From an optimization exercise on the open Yosys and OpenROAD flow, aimed at small area; shortcuts taken in it are not production practice.
Function not checked in this run: the RTL went through the layout flow alone.

===== design.v =====
module FA(input x, input y, input z, output s, output c);
  assign s = x ^ y ^ z;
  assign c = (x & y) | (x & z) | (y & z);
endmodule
module HA(input x, input y, output s, output c);
  assign s = x ^ y;
  assign c = x & y;
endmodule
module PE_MAC(
  input [7:0] a,
  input [7:0] b,
  input [15:0] acc,
  output [15:0] sum
);
  wire w1, w2, w3, w4, w5, w6, w7, w8, w9, w10, w11, w12, w13, w14, w15, w16, w17, w18, w19, w20, w21, w22, w23, w24, w25, w26, w27, w28, w29, w30, w31, w32, w33, w34, w35, w36, w37, w38, w39, w40, w41, w42, w43, w44, w45, w46, w47, w48, w49, w50, w51, w52, w53, w54, w55, w56, w57, w58, w59, w60, w61, w62, w63, w64, w65, w66, w67, w68, w69, w70, w71, w72, w73, w74, w75, w76, w77, w78, w79, w80, w81, w82, w83, w84, w85, w86, w87, w88, w89, w90, w91, w92, w93, w94, w95, w96, w97, w98, w99, w100, w101, w102, w103, w104, w105, w106, w107, w108, w109, w110, w111, w112, w113, w114, w115, w116, w117, w118, w119, w120, w121, w122, w123, w124, w125, w126, w127, w128, w129, w130, w131, w132, w133, w134, w135, w136, w137, w138, w139, w140, w141, w142, w143, w144, w145, w146, w147, w148, w149, w150, w151, w152, w153, w154, w155, w156, w157, w158, w159, w160, w161, w162, w163, w164, w165, w166, w167, w168, w169, w170, w171, w172, w173, w174, w175, w176, w177, w178, w179, w180, w181, w182, w183, w184, w185, w186, w187, w188, w189, w190, w191, w192, w193, w194, w195, w196, w197, w198, w199, w200, w201, w202, w203, w204, w205, w206, w207, w208, w209, w210, w211, w212, w213, w214, w215, w216, w217, w218, w219, w220, w221, w222, w223, w224, w225, w226, w227, w228, w229, w230, w231, w232, w233, w234, w235, w236, w237, w238, w239, w240, w241, w242, w243, w244, w245, w246, w247, w248, w249, w250, w251, w252, w253, w254, w255, w256, w257, w258, w259, w260, w261, w262, w263;
  assign w1 = a[0] & b[0];
  assign w2 = a[0] & b[1];
  assign w3 = a[0] & b[2];
  assign w4 = a[0] & b[3];
  assign w5 = a[0] & b[4];
  assign w6 = a[0] & b[5];
  assign w7 = a[0] & b[6];
  assign w8 = ~(a[0] & b[7]);
  assign w9 = a[1] & b[0];
  assign w10 = a[1] & b[1];
  assign w11 = a[1] & b[2];
  assign w12 = a[1] & b[3];
  assign w13 = a[1] & b[4];
  assign w14 = a[1] & b[5];
  assign w15 = a[1] & b[6];
  assign w16 = ~(a[1] & b[7]);
  assign w17 = a[2] & b[0];
  assign w18 = a[2] & b[1];
  assign w19 = a[2] & b[2];
  assign w20 = a[2] & b[3];
  assign w21 = a[2] & b[4];
  assign w22 = a[2] & b[5];
  assign w23 = a[2] & b[6];
  assign w24 = ~(a[2] & b[7]);
  assign w25 = a[3] & b[0];
  assign w26 = a[3] & b[1];
  assign w27 = a[3] & b[2];
  assign w28 = a[3] & b[3];
  assign w29 = a[3] & b[4];
  assign w30 = a[3] & b[5];
  assign w31 = a[3] & b[6];
  assign w32 = ~(a[3] & b[7]);
  assign w33 = a[4] & b[0];
  assign w34 = a[4] & b[1];
  assign w35 = a[4] & b[2];
  assign w36 = a[4] & b[3];
  assign w37 = a[4] & b[4];
  assign w38 = a[4] & b[5];
  assign w39 = a[4] & b[6];
  assign w40 = ~(a[4] & b[7]);
  assign w41 = a[5] & b[0];
  assign w42 = a[5] & b[1];
  assign w43 = a[5] & b[2];
  assign w44 = a[5] & b[3];
  assign w45 = a[5] & b[4];
  assign w46 = a[5] & b[5];
  assign w47 = a[5] & b[6];
  assign w48 = ~(a[5] & b[7]);
  assign w49 = a[6] & b[0];
  assign w50 = a[6] & b[1];
  assign w51 = a[6] & b[2];
  assign w52 = a[6] & b[3];
  assign w53 = a[6] & b[4];
  assign w54 = a[6] & b[5];
  assign w55 = a[6] & b[6];
  assign w56 = ~(a[6] & b[7]);
  assign w57 = ~(a[7] & b[0]);
  assign w58 = ~(a[7] & b[1]);
  assign w59 = ~(a[7] & b[2]);
  assign w60 = ~(a[7] & b[3]);
  assign w61 = ~(a[7] & b[4]);
  assign w62 = ~(a[7] & b[5]);
  assign w63 = ~(a[7] & b[6]);
  assign w64 = a[7] & b[7];
  assign w65 = ~w58;
  HA uw66 (.x(acc[1]), .y(w2), .s(w66), .c(w67));
  FA uw68 (.x(acc[2]), .y(w3), .z(w10), .s(w68), .c(w69));
  HA uw70 (.x(w17), .y(w67), .s(w70), .c(w71));
  FA uw72 (.x(acc[3]), .y(w4), .z(w11), .s(w72), .c(w73));
  FA uw74 (.x(w18), .y(w25), .z(w69), .s(w74), .c(w75));
  HA uw76 (.x(w72), .y(w71), .s(w76), .c(w77));
  FA uw78 (.x(acc[4]), .y(w5), .z(w12), .s(w78), .c(w79));
  FA uw80 (.x(w19), .y(w26), .z(w33), .s(w80), .c(w81));
  FA uw82 (.x(w73), .y(w78), .z(w80), .s(w82), .c(w83));
  HA uw84 (.x(w77), .y(w75), .s(w84), .c(w85));
  FA uw86 (.x(acc[5]), .y(w6), .z(w13), .s(w86), .c(w87));
  FA uw88 (.x(w20), .y(w27), .z(w34), .s(w88), .c(w89));
  FA uw90 (.x(w41), .y(w79), .z(w81), .s(w90), .c(w91));
  FA uw92 (.x(w86), .y(w88), .z(w83), .s(w92), .c(w93));
  HA uw94 (.x(w90), .y(w85), .s(w94), .c(w95));
  FA uw96 (.x(acc[6]), .y(w7), .z(w14), .s(w96), .c(w97));
  FA uw98 (.x(w21), .y(w28), .z(w35), .s(w98), .c(w99));
  FA uw100 (.x(w42), .y(w49), .z(w87), .s(w100), .c(w101));
  FA uw102 (.x(w89), .y(w96), .z(w98), .s(w102), .c(w103));
  FA uw104 (.x(w91), .y(w100), .z(w102), .s(w104), .c(w105));
  HA uw106 (.x(w93), .y(w95), .s(w106), .c(w107));
  FA uw108 (.x(acc[7]), .y(w8), .z(w15), .s(w108), .c(w109));
  FA uw110 (.x(w22), .y(w29), .z(w36), .s(w110), .c(w111));
  FA uw112 (.x(w43), .y(w50), .z(w57), .s(w112), .c(w113));
  FA uw114 (.x(w97), .y(w99), .z(w108), .s(w114), .c(w115));
  FA uw116 (.x(w110), .y(w112), .z(w101), .s(w116), .c(w117));
  FA uw118 (.x(w103), .y(w114), .z(w116), .s(w118), .c(w119));
  HA uw120 (.x(w105), .y(w107), .s(w120), .c(w121));
  FA uw122 (.x(acc[8]), .y(w16), .z(w23), .s(w122), .c(w123));
  FA uw124 (.x(w30), .y(w37), .z(w44), .s(w124), .c(w125));
  FA uw126 (.x(w51), .y(w65), .z(w109), .s(w126), .c(w127));
  FA uw128 (.x(w111), .y(w113), .z(w122), .s(w128), .c(w129));
  FA uw130 (.x(w124), .y(w115), .z(w126), .s(w130), .c(w131));
  FA uw132 (.x(w128), .y(w117), .z(w130), .s(w132), .c(w133));
  HA uw134 (.x(w119), .y(w132), .s(w134), .c(w135));
  FA uw136 (.x(acc[9]), .y(w24), .z(w31), .s(w136), .c(w137));
  FA uw138 (.x(w38), .y(w45), .z(w52), .s(w138), .c(w139));
  FA uw140 (.x(w59), .y(w58), .z(w123), .s(w140), .c(w141));
  FA uw142 (.x(w125), .y(w136), .z(w138), .s(w142), .c(w143));
  FA uw144 (.x(w127), .y(w129), .z(w140), .s(w144), .c(w145));
  FA uw146 (.x(w142), .y(w131), .z(w144), .s(w146), .c(w147));
  HA uw148 (.x(w133), .y(w146), .s(w148), .c(w149));
  FA uw150 (.x(acc[10]), .y(w32), .z(w39), .s(w150), .c(w151));
  FA uw152 (.x(w46), .y(w53), .z(w60), .s(w152), .c(w153));
  FA uw154 (.x(w137), .y(w139), .z(w150), .s(w154), .c(w155));
  FA uw156 (.x(w152), .y(w141), .z(w143), .s(w156), .c(w157));
  FA uw158 (.x(w154), .y(w145), .z(w156), .s(w158), .c(w159));
  HA uw160 (.x(w147), .y(w158), .s(w160), .c(w161));
  FA uw162 (.x(acc[11]), .y(w40), .z(w47), .s(w162), .c(w163));
  FA uw164 (.x(w54), .y(w61), .z(w151), .s(w164), .c(w165));
  FA uw166 (.x(w153), .y(w162), .z(w155), .s(w166), .c(w167));
  FA uw168 (.x(w164), .y(w157), .z(w166), .s(w168), .c(w169));
  HA uw170 (.x(w159), .y(w168), .s(w170), .c(w171));
  FA uw172 (.x(acc[12]), .y(w48), .z(w55), .s(w172), .c(w173));
  FA uw174 (.x(w62), .y(w163), .z(w172), .s(w174), .c(w175));
  FA uw176 (.x(w165), .y(w174), .z(w167), .s(w176), .c(w177));
  HA uw178 (.x(w176), .y(w169), .s(w178), .c(w179));
  FA uw180 (.x(acc[13]), .y(w56), .z(w63), .s(w180), .c(w181));
  FA uw182 (.x(w173), .y(w180), .z(w175), .s(w182), .c(w183));
  HA uw184 (.x(w182), .y(w177), .s(w184), .c(w185));
  FA uw186 (.x(acc[14]), .y(w64), .z(w181), .s(w186), .c(w187));
  HA uw188 (.x(w186), .y(w183), .s(w188), .c(w189));
  assign w190 = acc[15] ^ w187;
  HA uw191 (.x(acc[0]), .y(w1), .s(w191), .c(w192));
  FA uw193 (.x(w9), .y(w66), .z(w192), .s(w193), .c(w194));
  FA uw195 (.x(w68), .y(w70), .z(w194), .s(w195), .c(w196));
  FA uw197 (.x(w76), .y(w74), .z(w196), .s(w197), .c(w198));
  FA uw199 (.x(w82), .y(w84), .z(w198), .s(w199), .c(w200));
  FA uw201 (.x(w92), .y(w94), .z(w200), .s(w201), .c(w202));
  assign w203 = w104 & w106;
  assign w204 = w104 ^ w106;
  assign w205 = w118 & w120;
  assign w206 = w118 ^ w120;
  assign w207 = w121 & w134;
  assign w208 = w121 ^ w134;
  assign w209 = w135 & w148;
  assign w210 = w135 ^ w148;
  assign w211 = w149 & w160;
  assign w212 = w149 ^ w160;
  assign w213 = w161 & w170;
  assign w214 = w161 ^ w170;
  assign w215 = w171 & w178;
  assign w216 = w171 ^ w178;
  assign w217 = w184 & w179;
  assign w218 = w184 ^ w179;
  assign w219 = w188 & w185;
  assign w220 = w188 ^ w185;
  assign w221 = w190 & w189;
  assign w222 = w190 ^ w189;
  assign w223 = w203 | (w204 & w202);
  assign w224 = w205 | (w206 & w223);
  assign w225 = w206 & w204;
  assign w226 = w209 | (w210 & w207);
  assign w227 = w210 & w208;
  assign w228 = w213 | (w214 & w211);
  assign w229 = w214 & w212;
  assign w230 = w217 | (w218 & w215);
  assign w231 = w218 & w216;
  assign w232 = w221 | (w222 & w219);
  assign w233 = w222 & w220;
  assign w234 = w207 | (w208 & w224);
  assign w235 = w208 & w225;
  assign w236 = w226 | (w227 & w224);
  assign w237 = w227 & w225;
  assign w238 = w215 | (w216 & w228);
  assign w239 = w216 & w229;
  assign w240 = w230 | (w231 & w228);
  assign w241 = w231 & w229;
  assign w242 = w211 | (w212 & w236);
  assign w243 = w212 & w237;
  assign w244 = w228 | (w229 & w236);
  assign w245 = w229 & w237;
  assign w246 = w238 | (w239 & w236);
  assign w247 = w239 & w237;
  assign w248 = w240 | (w241 & w236);
  assign w249 = w241 & w237;
  assign w250 = w219 | (w220 & w248);
  assign w251 = w220 & w249;
  assign w252 = w232 | (w233 & w248);
  assign w253 = w233 & w249;
  assign w254 = w204 ^ w202;
  assign w255 = w206 ^ w223;
  assign w256 = w208 ^ w224;
  assign w257 = w210 ^ w234;
  assign w258 = w212 ^ w236;
  assign w259 = w214 ^ w242;
  assign w260 = w216 ^ w244;
  assign w261 = w218 ^ w246;
  assign w262 = w220 ^ w248;
  assign w263 = w222 ^ w250;
  assign sum[0] = w191;
  assign sum[1] = w193;
  assign sum[2] = w195;
  assign sum[3] = w197;
  assign sum[4] = w199;
  assign sum[5] = w201;
  assign sum[6] = w254;
  assign sum[7] = w255;
  assign sum[8] = w256;
  assign sum[9] = w257;
  assign sum[10] = w258;
  assign sum[11] = w259;
  assign sum[12] = w260;
  assign sum[13] = w261;
  assign sum[14] = w262;
  assign sum[15] = ~w263;
endmodule
module PE_16(
  input         clock,
  input  [7:0]  a,
  input  [7:0]  b,
  input  [15:0] d,
  input         p,
  input         p_next,
  output [15:0] c_out
);
  reg  [15:0] acc;
  reg  [15:0] sh;
  wire [15:0] sum;
  wire        keep = (p == p_next);
  PE_MAC mac (.a(a), .b(b), .acc(acc), .sum(sum));
  always @(posedge clock) begin
    acc <= keep ? sum : d;
    sh  <= keep ? d : sum;
  end
  assign c_out = sh;
endmodule
module Mesh(
  input         clock,
  input  [7:0]  io_in_a_0_0,
  input  [7:0]  io_in_a_1_0,
  input  [7:0]  io_in_a_2_0,
  input  [7:0]  io_in_a_3_0,
  input  [7:0]  io_in_d_0_0,
  input  [7:0]  io_in_d_1_0,
  input  [7:0]  io_in_d_2_0,
  input  [7:0]  io_in_d_3_0,
  input  [15:0] io_in_b_0_0,
  input  [15:0] io_in_b_1_0,
  input  [15:0] io_in_b_2_0,
  input  [15:0] io_in_b_3_0,
  input         io_in_control_0_0_propagate,
  input         io_in_control_1_0_propagate,
  input         io_in_control_2_0_propagate,
  input         io_in_control_3_0_propagate,
  output [15:0] io_out_c_0_0,
  output [15:0] io_out_c_1_0,
  output [15:0] io_out_c_2_0,
  output [15:0] io_out_c_3_0
);
  wire [7:0]  in_a [0:3];
  wire [7:0]  in_b [0:3];
  wire [15:0] in_d [0:3];
  wire        in_p [0:3];
  assign in_a[0] = io_in_a_0_0; assign in_a[1] = io_in_a_1_0;
  assign in_a[2] = io_in_a_2_0; assign in_a[3] = io_in_a_3_0;
  assign in_b[0] = io_in_d_0_0; assign in_b[1] = io_in_d_1_0;
  assign in_b[2] = io_in_d_2_0; assign in_b[3] = io_in_d_3_0;
  assign in_d[0] = io_in_b_0_0; assign in_d[1] = io_in_b_1_0;
  assign in_d[2] = io_in_b_2_0; assign in_d[3] = io_in_b_3_0;
  assign in_p[0] = io_in_control_0_0_propagate;
  assign in_p[1] = io_in_control_1_0_propagate;
  assign in_p[2] = io_in_control_2_0_propagate;
  assign in_p[3] = io_in_control_3_0_propagate;
  genvar i, j;
  generate
    for (i = 0; i < 4; i = i + 1) begin : row
      for (j = 0; j < 4; j = j + 1) begin : col
        reg  [7:0]  a_r;
        reg  [7:0]  b_r;
        reg  [15:0] d_r;
        reg         p_r;
        wire [15:0] c_out;
        wire        p_next;
        if (j == 0) begin : ain
          always @(posedge clock) a_r <= in_a[i];
        end else begin : ain
          always @(posedge clock) a_r <= row[i].col[j-1].a_r;
        end
        if (i == 0) begin : top
          always @(posedge clock) begin
            b_r <= in_b[j];
            d_r <= in_d[j];
            p_r <= in_p[j];
          end
          assign p_next = in_p[j];
        end else begin : top
          always @(posedge clock) begin
            b_r <= row[i-1].col[j].b_r;
            d_r <= row[i-1].col[j].c_out;
            p_r <= row[i-1].col[j].p_r;
          end
          assign p_next = row[i-1].col[j].p_r;
        end
        PE_16 pe (
          .clock(clock),
          .a(a_r),
          .b(b_r),
          .d(d_r),
          .p(p_r),
          .p_next(p_next),
          .c_out(c_out)
        );
      end
    end
  endgenerate
  reg [15:0] out_0, out_1, out_2, out_3;
  always @(posedge clock) begin
    out_0 <= row[3].col[0].c_out;
    out_1 <= row[3].col[1].c_out;
    out_2 <= row[3].col[2].c_out;
    out_3 <= row[3].col[3].c_out;
  end
  assign io_out_c_0_0 = out_0;
  assign io_out_c_1_0 = out_1;
  assign io_out_c_2_0 = out_2;
  assign io_out_c_3_0 = out_3;
endmodule

===== run.sh =====
#!/bin/bash
# synth_recipe.tcl (not shown) runs the flow's synth.tcl, then flattens the netlist and writes it again
# the make line also repeats each setting of config.mk as NAME=value (left out here)
make -C /OpenROAD-flow-scripts/flow DESIGN_CONFIG=/design/flow/config.mk WORK_HOME=/design/flow/orfs CLKGATE_MAP_FILE= SYNTH_SCRIPT=/design/flow/synth_recipe.tcl finish

===== config.mk =====
export PLATFORM = sky130hd
export DESIGN_NAME = Mesh
export DESIGN_NICKNAME = Mesh
export VERILOG_FILES = /design/flow/design.v
export SDC_FILE = /design/flow/constraint.sdc
export NUM_CORES = 4
export LEC_CHECK = 0
export CAP_MARGIN = 20
export CORE_MARGIN = 2
export CORE_UTILIZATION = 40
export PLACE_DENSITY = 0.6
export SLEW_MARGIN = 20
export SYNTH_HIERARCHICAL = 1

===== constraint.sdc =====
create_clock -name core_clock -period 5.2 [get_ports {clock}]
set_input_delay 1.0400 -clock core_clock [delete_from_list [all_inputs] [get_ports {clock}]]
set_output_delay 1.0400 -clock core_clock [all_outputs]
set_load 0.01 [all_outputs]

==> notes.md <==
==> modules after synthesis, one instance, submodules excluded <==
module | flip-flops and latches | cells inside | times used | area [um2]
Mesh | 592 | 592 | 1 | 11900
PE_16 | 32 | 68 | 16 | 1060
PE_MAC | 0 | 123 | 16 | 860
FA | 0 | 1 | 848 | 20.0
HA | 0 | 1 | 240 | 12.5
==> kinds of logic after synthesis <==
family / Yosys count
simple gates: 1104
compound gates: 160
mux: 512
buf+inv: 464
xor+xnor: 128
fa+ha+maj: 1264
flops: 1104
==> synthesized netlist by cell type, drive strengths merged <==
library cell / instances / area share
mux2: 512 / 0.092
nor3: 16 / 0.0013
inv: 176 / 0.011
o211ai: 16 / 0.0032
dfxtp: 1104 / 0.35
xnor2: 96 / 0.015
a21o: 32 / 0.0042
fa: 928 / 0.30
ha: 336 / 0.067
o21a: 16 / 0.0019
clkbuf: 16 / 0.00096
or3b: 16 / 0.0022
a211oi: 16 / 0.0019
and2: 800 / 0.080
nand2b: 16 / 0.0016
nand2: 240 / 0.014
xor2: 32 / 0.0064
buf: 272 / 0.035
o2111a: 16 / 0.0029
a21oi: 32 / 0.0026
o221ai: 16 / 0.0022
or3: 16 / 0.0016
o21ai: 16 / 0.0013
==> state kept, by name (all words and copies together), names as in the netlist <==
name and cells:
row.col.d_r 256, row.col.pe.acc 256, row.col.pe.sh 256, row.col.a_r 128, row.col.b_r 128, out_0 16, out_1 16, out_2 16
out_3 16, row.col.p_r 16
==> critical path, cell delays in order, from the launching register on <==
cell and delay [ps]:
dfxtp_2 360, buf_4 150, and2_1 160, fa_1 480, fa_1 440, fa_1 570
fa_1 450, ha_1 340, ha_1 310, a211oi_2 80, buf_4 130, buf_4 120
buf_4 120, buf_4 120, buf_4 120, o2111a_1 210, or3_1 410, mux2_2 320
==> worst paths after layout <==
path,end,slack [ps],from,depth (start not counted)
min,row[2].col[2].d_r[1]$_DFF_P_,250,row[1].col[2].pe.sh[1]$_DFF_P_,0
max,row[1].col[2].pe.sh[13]$_DFF_P_,160,row[1].col[2].a_r[1]$_DFF_P_,17
min reg2reg,row[2].col[2].d_r[1]$_DFF_P_,250,row[1].col[2].pe.sh[1]$_DFF_P_,0
max reg2reg,row[1].col[2].pe.sh[13]$_DFF_P_,160,row[1].col[2].a_r[1]$_DFF_P_,17
==> repair_timing <==
item / in CTS / in global routing
resized for setup: 61 / 79
endpoints found under the setup margin: 57 / 45
pin swaps: 48 / 90
setup buffers: 16 / 14
==> final cells by class <==
type | instances | share of cell area
Tap cell | 2058 | 0.0360
Sequential cell | 1104 | 0.309
Timing Repair Buffer | 433 | 0.0523
Inverter | 176 | 0.00924
Antenna cell | 3 | 0.000105
Clock inverter | 79 | 0.0137
Multi-Input combinational cell | 3168 | 0.533
Clock buffer | 150 | 0.0460
==> per-stage QoR <==
stage | cell area, um2 | TNS, ps | std cells | hold slack [ps]
after floorplan | 62600 | 0 | 4736 | 310
after global placement | 66500 | -3600 | 6909 | 310
after detailed placement | 66500 | -5320 | 6909 | 312
after CTS | 71000 | 0 | 7154 | 236
after global routing | 71500 | -43.5 | 7170 | 250
final | 71500 | 0 | 7171 | 246
==> layer usage <==
metal,up-vias,routed length (um),global-route usage,part of all wire
met5,-,31,0,0.00023
met4,6,2900,0.0477,0.021
met3,180,5060,0.0289,0.037
met2,532,66100,0.293,0.49
met1,17260,61800,0.239,0.45
li1,15635,-,-,-
==> run_results.csv <==
group,metric,value,unit
status,status,"no timing/DRC/antenna violations",
global_routing,antenna_found_initial,9,
global_routing,grt_pass1_vias,38331,
yosys,yosys_warnings,8,
timing,drv_slew,0,
placed_design,place_ws,-267,ps
critical_path,cp.arrival,5610,ps
route,num_vias,33613,
timing,fmax,199,MHz
cells_and_area,nFillCells,14003,
placed_design,gp_congestion,0.832,
route,wire_per_inst,18.9,um
route,wl,136000,um
clock_tree,cts_sinks,1104,
clock_tree,clk_pin_slew,60,ps
clock_tree,max-clock-path-buffers,3,
route,drc,0,
yosys,synth_compound_area_frac,0.0202,
timing,skew,83.3,ps
cells_and_area,final_cell_mix,"1092 x dfxtp_1, 828 x fa_1, 800 x and2_1",
route,initialDrtViolationCount,1330,
critical_path,critPathRequiredTime,5770,ps
cells_and_area,multi_input_area,38100,um2
global_routing,grt_max_degree,20,
critical_path,cp_max_fo,5,
timing,slew_headroom,0.252,
clock_tree,clock_latency,780,ps
clock_tree,numCtsBuffers,121,
yosys,synthMuxAreaShare,0.0923,
cells_and_area,seqCellArea,22100,um2
cells_and_area,nNetsFinal,6401,
global_routing,grt_usage,0.176,
yosys,syn_nets,6133,
route,final_antenna_net_count,0,
yosys,synth_cell_types,27,
yosys,ys_seq_area_frac,0.354,
route,drt-pass1-iter-count,5,
yosys,synth-xor-area-share,0.0218,
yosys,ys_ff_latch,1104,
global_routing,overflow,0,
yosys,synth_fa_ha_area_frac,0.365,
clock_tree,root_buffer,"clkbuf_16",
timing,fin_crit_sh,0.969,
worst_hold_path,min_path_type,"register to register",
timing,tightest_slew,1120,ps
yosys,synth_simple_gate_area_frac,0.101,
die,ios,197,
yosys,syn_inst,4736,
yosys,synth_top_family_by_area,"adder cells",
clock_tree,cts_tree,"yes",
route,viasPerCell,4.69,
placed_design,port_buffers,196,
yosys,syn_area_per_cell,13.2,um2
cells_and_area,layout_commonest_cell,"dfxtp_1",
placed_design,dp_hpwl,107000,um
clock_tree,cts-hold-fix-buffers,0,
timing,finalSetupViolations,0,
timing,hold_viol_final,0,
cells_and_area,area_growth,14.4,%
die,core,156000,um2
timing,min_period,5040,ps
clock_tree,h-tree-depth,3,
die,die_width,399,um
die,num_rows,145,
yosys,synth_area,62500,um2
die,initial_utilization,0.401,
die,die_h,399,um
job,maxCapViolations,0,
global_routing,grt_first_pass_wirelength,218000,um
cells_and_area,drive_gt1_frac,0.233,
critical_path,path_class,"register to register",
timing,setup_slack,162,ps
critical_path,cp-end-kind,"register",
critical_path,start_kind,"register",
die,die_area,159000,um2
cells_and_area,post-route-util,0.459,

==> what the ideal ports hide <==
The flow's constraints put no driver on any port. The routed layout listed below was extracted and timed again, unchanged, in two steps.
Step 1 assumes that a clkbuf_16 drives the clock port and a buf_2 every other input.
Step 2 moves the port delays by t, midway between the first and last clock arrival at a register: inputs arrive t later, outputs are due t later. That takes back most of the time a late clock gives input paths.
a / b / c = ideal / step 1 / step 2; a / b = the first two.
shift t [ns]: 0.814
setup WS [ns]: 0.162 / 0.162 / 0.162
latest minus earliest clock arrival (ns): 0.085 / 0.084
worst slew at a driven data input, ns: 0.09
After both steps this run still meets setup and hold. The setup slack of this run moves by 0.000 ns with the drivers and by 0.000 ns with both steps.
